From an optimization exercise on the open Yosys and OpenROAD flow, aimed at small area, a short achievable clock period and few clock cycles per item; shortcuts taken in it are not production practice.
The RTL was checked by simulation tests, not by an equivalence proof against the original design.

juniper:
// CONV
module CONV (
  output logic        busy,
  output logic [11:0] iaddr,
  output logic        cwr,
  output logic [11:0] caddr_wr,
  output logic [19:0] cdata_wr,
  output logic        crd,
  output logic [11:0] caddr_rd,
  output logic [ 2:0] csel,
  input               clk,
  input               reset,
  input        [19:0] idata,
  input        [19:0] cdata_rd,
  input               ready
);
  logic       run;
  logic       done;
  logic [6:0] fr;
  logic [5:0] fk;
  logic [1:0] fq;
  logic [5:0] frow;
  always_ff @(posedge clk or posedge reset) begin
    if (reset) begin
      run  <= 1'b0;
      fr   <= 7'd0;
      fk   <= 6'd0;
      fq   <= 2'd1;
      frow <= 6'd0;
    end else if (!run) begin
      run <= ready;
    end else if (done) begin
      run  <= 1'b0;
      fr   <= 7'd0;
      fk   <= 6'd0;
      fq   <= 2'd1;
      frow <= 6'd0;
    end else begin
      if (fq == 2'd2) begin
        fq <= 2'd0;
        fk <= fk + 6'd1;
        if (fk == 6'd63) begin
          fr   <= fr + 7'd1;
          frow <= fr[5:0];
        end else begin
          frow <= fr[5:0] - 6'd1;
        end
      end else begin
        fq   <= fq + 2'd1;
        frow <= frow + 6'd1;
      end
    end
  end
  assign busy  = run;
  assign iaddr = {frow, fk};
  logic fvalid;
  assign fvalid = run & ~fr[6]
                & ~((fr[5:0] == 6'd0) & (fq == 2'd0))
                & ~((fr[5:0] == 6'd63) & (fq == 2'd2));
  logic       n_ov;
  logic [5:0] n_ro, n_co;
  assign n_ov = run & ~done & ~((fr == 7'd0) & (fk[5:1] == 5'd0));
  assign n_ro = (fk[5:1] == 5'd0) ? fr[5:0] - 6'd1 : fr[5:0];
  assign n_co = fk - 6'd2;
  logic n_pool;
  assign n_pool = n_ov & n_ro[0];
  logic [2:0] r0, r1, r2;     
  logic [2:0] pe2;            
  logic       k0, k62;        
  logic [5:0] ro, co;
  logic       cwr_r, crd_r, l1w_r, rdq2;
  logic       e1, e23, e4;    
  logic       last;
  always_ff @(posedge clk or posedge reset) begin
    if (reset) begin
      cwr_r <= 1'b0;
      crd_r <= 1'b0;
      l1w_r <= 1'b0;
      last  <= 1'b0;
    end else begin
  ...
Size in the first run: ~2800 cells after synthesis, roughly 380 flip-flops, ~110 I/O pins, ~28000 um2 of cells after synthesis.
export LEC_CHECK = 0
export CAP_MARGIN = 20
export CORE_MARGIN = 2
export CORE_UTILIZATION = 40
export PLACE_DENSITY = 0.6
export SETUP_SLACK_MARGIN = 5
export SLEW_MARGIN = 20
export TNS_END_PERCENT = 100
create_clock -name core_clock -period 9.5 [get_ports {clk}]
standard.sh (not shown) runs the stock make flow with config.mk's settings and CLKGATE_MAP_FILE= SYNTH_SCRIPT=/design/flow/synth_recipe.tcl, a recipe that flattens the netlist after the stock synthesis.
==> flow/flow/run.sh <==
#!/bin/bash
set -euo pipefail
MARGIN=6
sed "s/SETUP_SLACK_MARGIN=[0-9.]*/SETUP_SLACK_MARGIN=$MARGIN/" standard.sh > standard_margin.sh
bash standard_margin.sh > flow.log 2>&1
juniper completed every stage of the flow, and the final layout passed the timing, design-rule and antenna checks.
Testbench counts of juniper, summed over its fixed seeds: cycles 147,528, images 12.
### juniper -> ember
--- a/flow/design.v
+++ b/flow/design.v
@@ -62,19 +62,19 @@
   assign n_ro = (fk[5:1] == 5'd0) ? fr[5:0] - 6'd1 : fr[5:0];
   assign n_co = fk - 6'd2;
   logic n_pool;
   assign n_pool = n_ov & n_ro[0];
   logic [2:0] r0, r1, r2;     
   logic [2:0] pe2;            
   logic       k0, k62;        
   logic [5:0] ro, co;
   logic       cwr_r, crd_r, l1w_r, rdq2;
-  logic       e1, e23, e4;    
+  logic       e1, e2, e3;     
   logic       last;
   always_ff @(posedge clk or posedge reset) begin
     if (reset) begin
       cwr_r <= 1'b0;
       crd_r <= 1'b0;
       l1w_r <= 1'b0;
       last  <= 1'b0;
     end else begin
       cwr_r <= n_ov & ((fq == 2'd1) | (n_ro[0] & n_co[0] & (fq == 2'd2)));
@@ -88,20 +88,20 @@
     r1   <= run ? {r1[1:0], r1[2]} : 3'b001;
     r2   <= run ? {r2[1:0], r2[2]} : 3'b001;
     pe2  <= {fq == 2'd2, fq == 2'd1, fq == 2'd0} & {3{fk != 6'd0}};
     k0   <= (fk == 6'd0);
     k62  <= (fk == 6'd62);
     ro   <= n_ro;
     co   <= n_co;
     rdq2 <= (fq == 2'd2);
     e1   <= n_pool & ~n_co[0] & (fq == 2'd1);
-    e23  <= n_pool & ((~n_co[0] & (fq == 2'd2)) | (n_co[0] & (fq == 2'd0)));
-    e4   <= n_pool & n_co[0] & (fq == 2'd1);
+    e2   <= n_pool & ~n_co[0] & (fq == 2'd2);
+    e3   <= n_pool & n_co[0] & (fq == 2'd1);
   end
   assign done = last;
   logic [19:0] P;
   logic [21:0] P3;
   logic [21:0] idata3;
   assign idata3 = {idata[19], idata, 1'b0} + {{2{idata[19]}}, idata};
   always_ff @(posedge clk) begin
     P  <= fvalid ? idata : 20'd0;
     P3 <= fvalid ? idata3 : 22'd0;
@@ -1220,27 +1220,26 @@
     S0 <= ns0;
     C0 <= nc0;
     S1 <= ns1;
     C1 <= nc1;
     S2 <= ns2;
     C2 <= nc2;
   end
   logic [37:0] A2sum;
   assign A2sum = S2 + C2;
-  logic [19:0] Y, m, Rd;
-  logic [19:0] mb, mx;
-  assign mb = e4 ? Y : Rd;
-  assign mx = (mb > m) ? mb : m;
+  logic [19:0] Y, m;
+  logic [19:0] ma, mb, mx;
+  assign ma = e1 ? Y : m;
+  assign mb = e3 ? Y : cdata_rd;
+  assign mx = (mb > ma) ? mb : ma;
   always_ff @(posedge clk) begin
-    Rd <= cdata_rd;
     if (r2[0]) Y <= A2sum[37] ? 20'd0 : A2sum[35:16];
-    else if (e4) Y <= mx;
-    if (e1) m <= Y;
-    else if (e23) m <= mx;
+    else if (e3) Y <= mx;
+    if (e1 | e2) m <= mx;
   end
   assign cdata_wr = Y;
   assign cwr      = cwr_r;
   assign crd      = crd_r;
   assign csel     = {1'b0, l1w_r, 1'b1};
   assign caddr_rd = {ro[5:1], 1'b0, co[5:1], rdq2};
   assign caddr_wr = l1w_r ? {2'b00, ro[5:1], co[5:1]} : {ro, co};
 endmodule
==> summary.txt <==
- Changes observed in ember relative to juniper: wire length on met2 rose about 9%, global-route usage rose 1.1 points, layout multi-input combinational cell count fell 23, clock skew about even.
- ember against juniper: arithmetic-cell share of the synthesized area counting full adders, half adders and majority gates now larger; tap cell count went down by 9.
- | share of the clock period used by the worst path after layout | lower: juniper |
- Compared with juniper, in ember final critical path time including I/O delays and setup +0.27 ns, transition at the pin with the smallest max-transition slack -0.044 ns, total number of clock tree sinks -20, non-filler instance count after layout ~0 delta.
- Taking juniper as the reference point, the required time at the endpoint of the critical path of ember rises by 2.35 ns.
Testbench counts of ember, summed over its fixed seeds: cycles 147,528, images 12.

[what the ideal ports hide]
No port has a modelled driver above. Below, the same layouts with a new extraction and two added sets of constraints. Step 1, drivers: a clkbuf_16 drives clk and a buf_2 each remaining input, both assumed. Step 2 also shifts input and output timing later by t, the mid clock arrival at the registers, as if the neighbouring blocks saw the same clock. Three values: no drivers, after step 1, after step 2; two values: the first two.
| run | t, ns | setup WS [ns] | worst setup path at the end | slew at the worst register clock pin (ns) |
|---|---|---|---|---|
| juniper | 0.643 | 5.926 / 5.861 / 5.320 | input to register | 0.07 / 0.07 |
| ember | 0.643 | 5.658 / 5.681 / 5.038 | input to register | 0.07 / 0.07 |
After both steps setup and hold are still met in every run listed. For ember, which loses most, drivers alone change the setup slack by +0.023 ns; drivers and shift together by -0.620 ns.
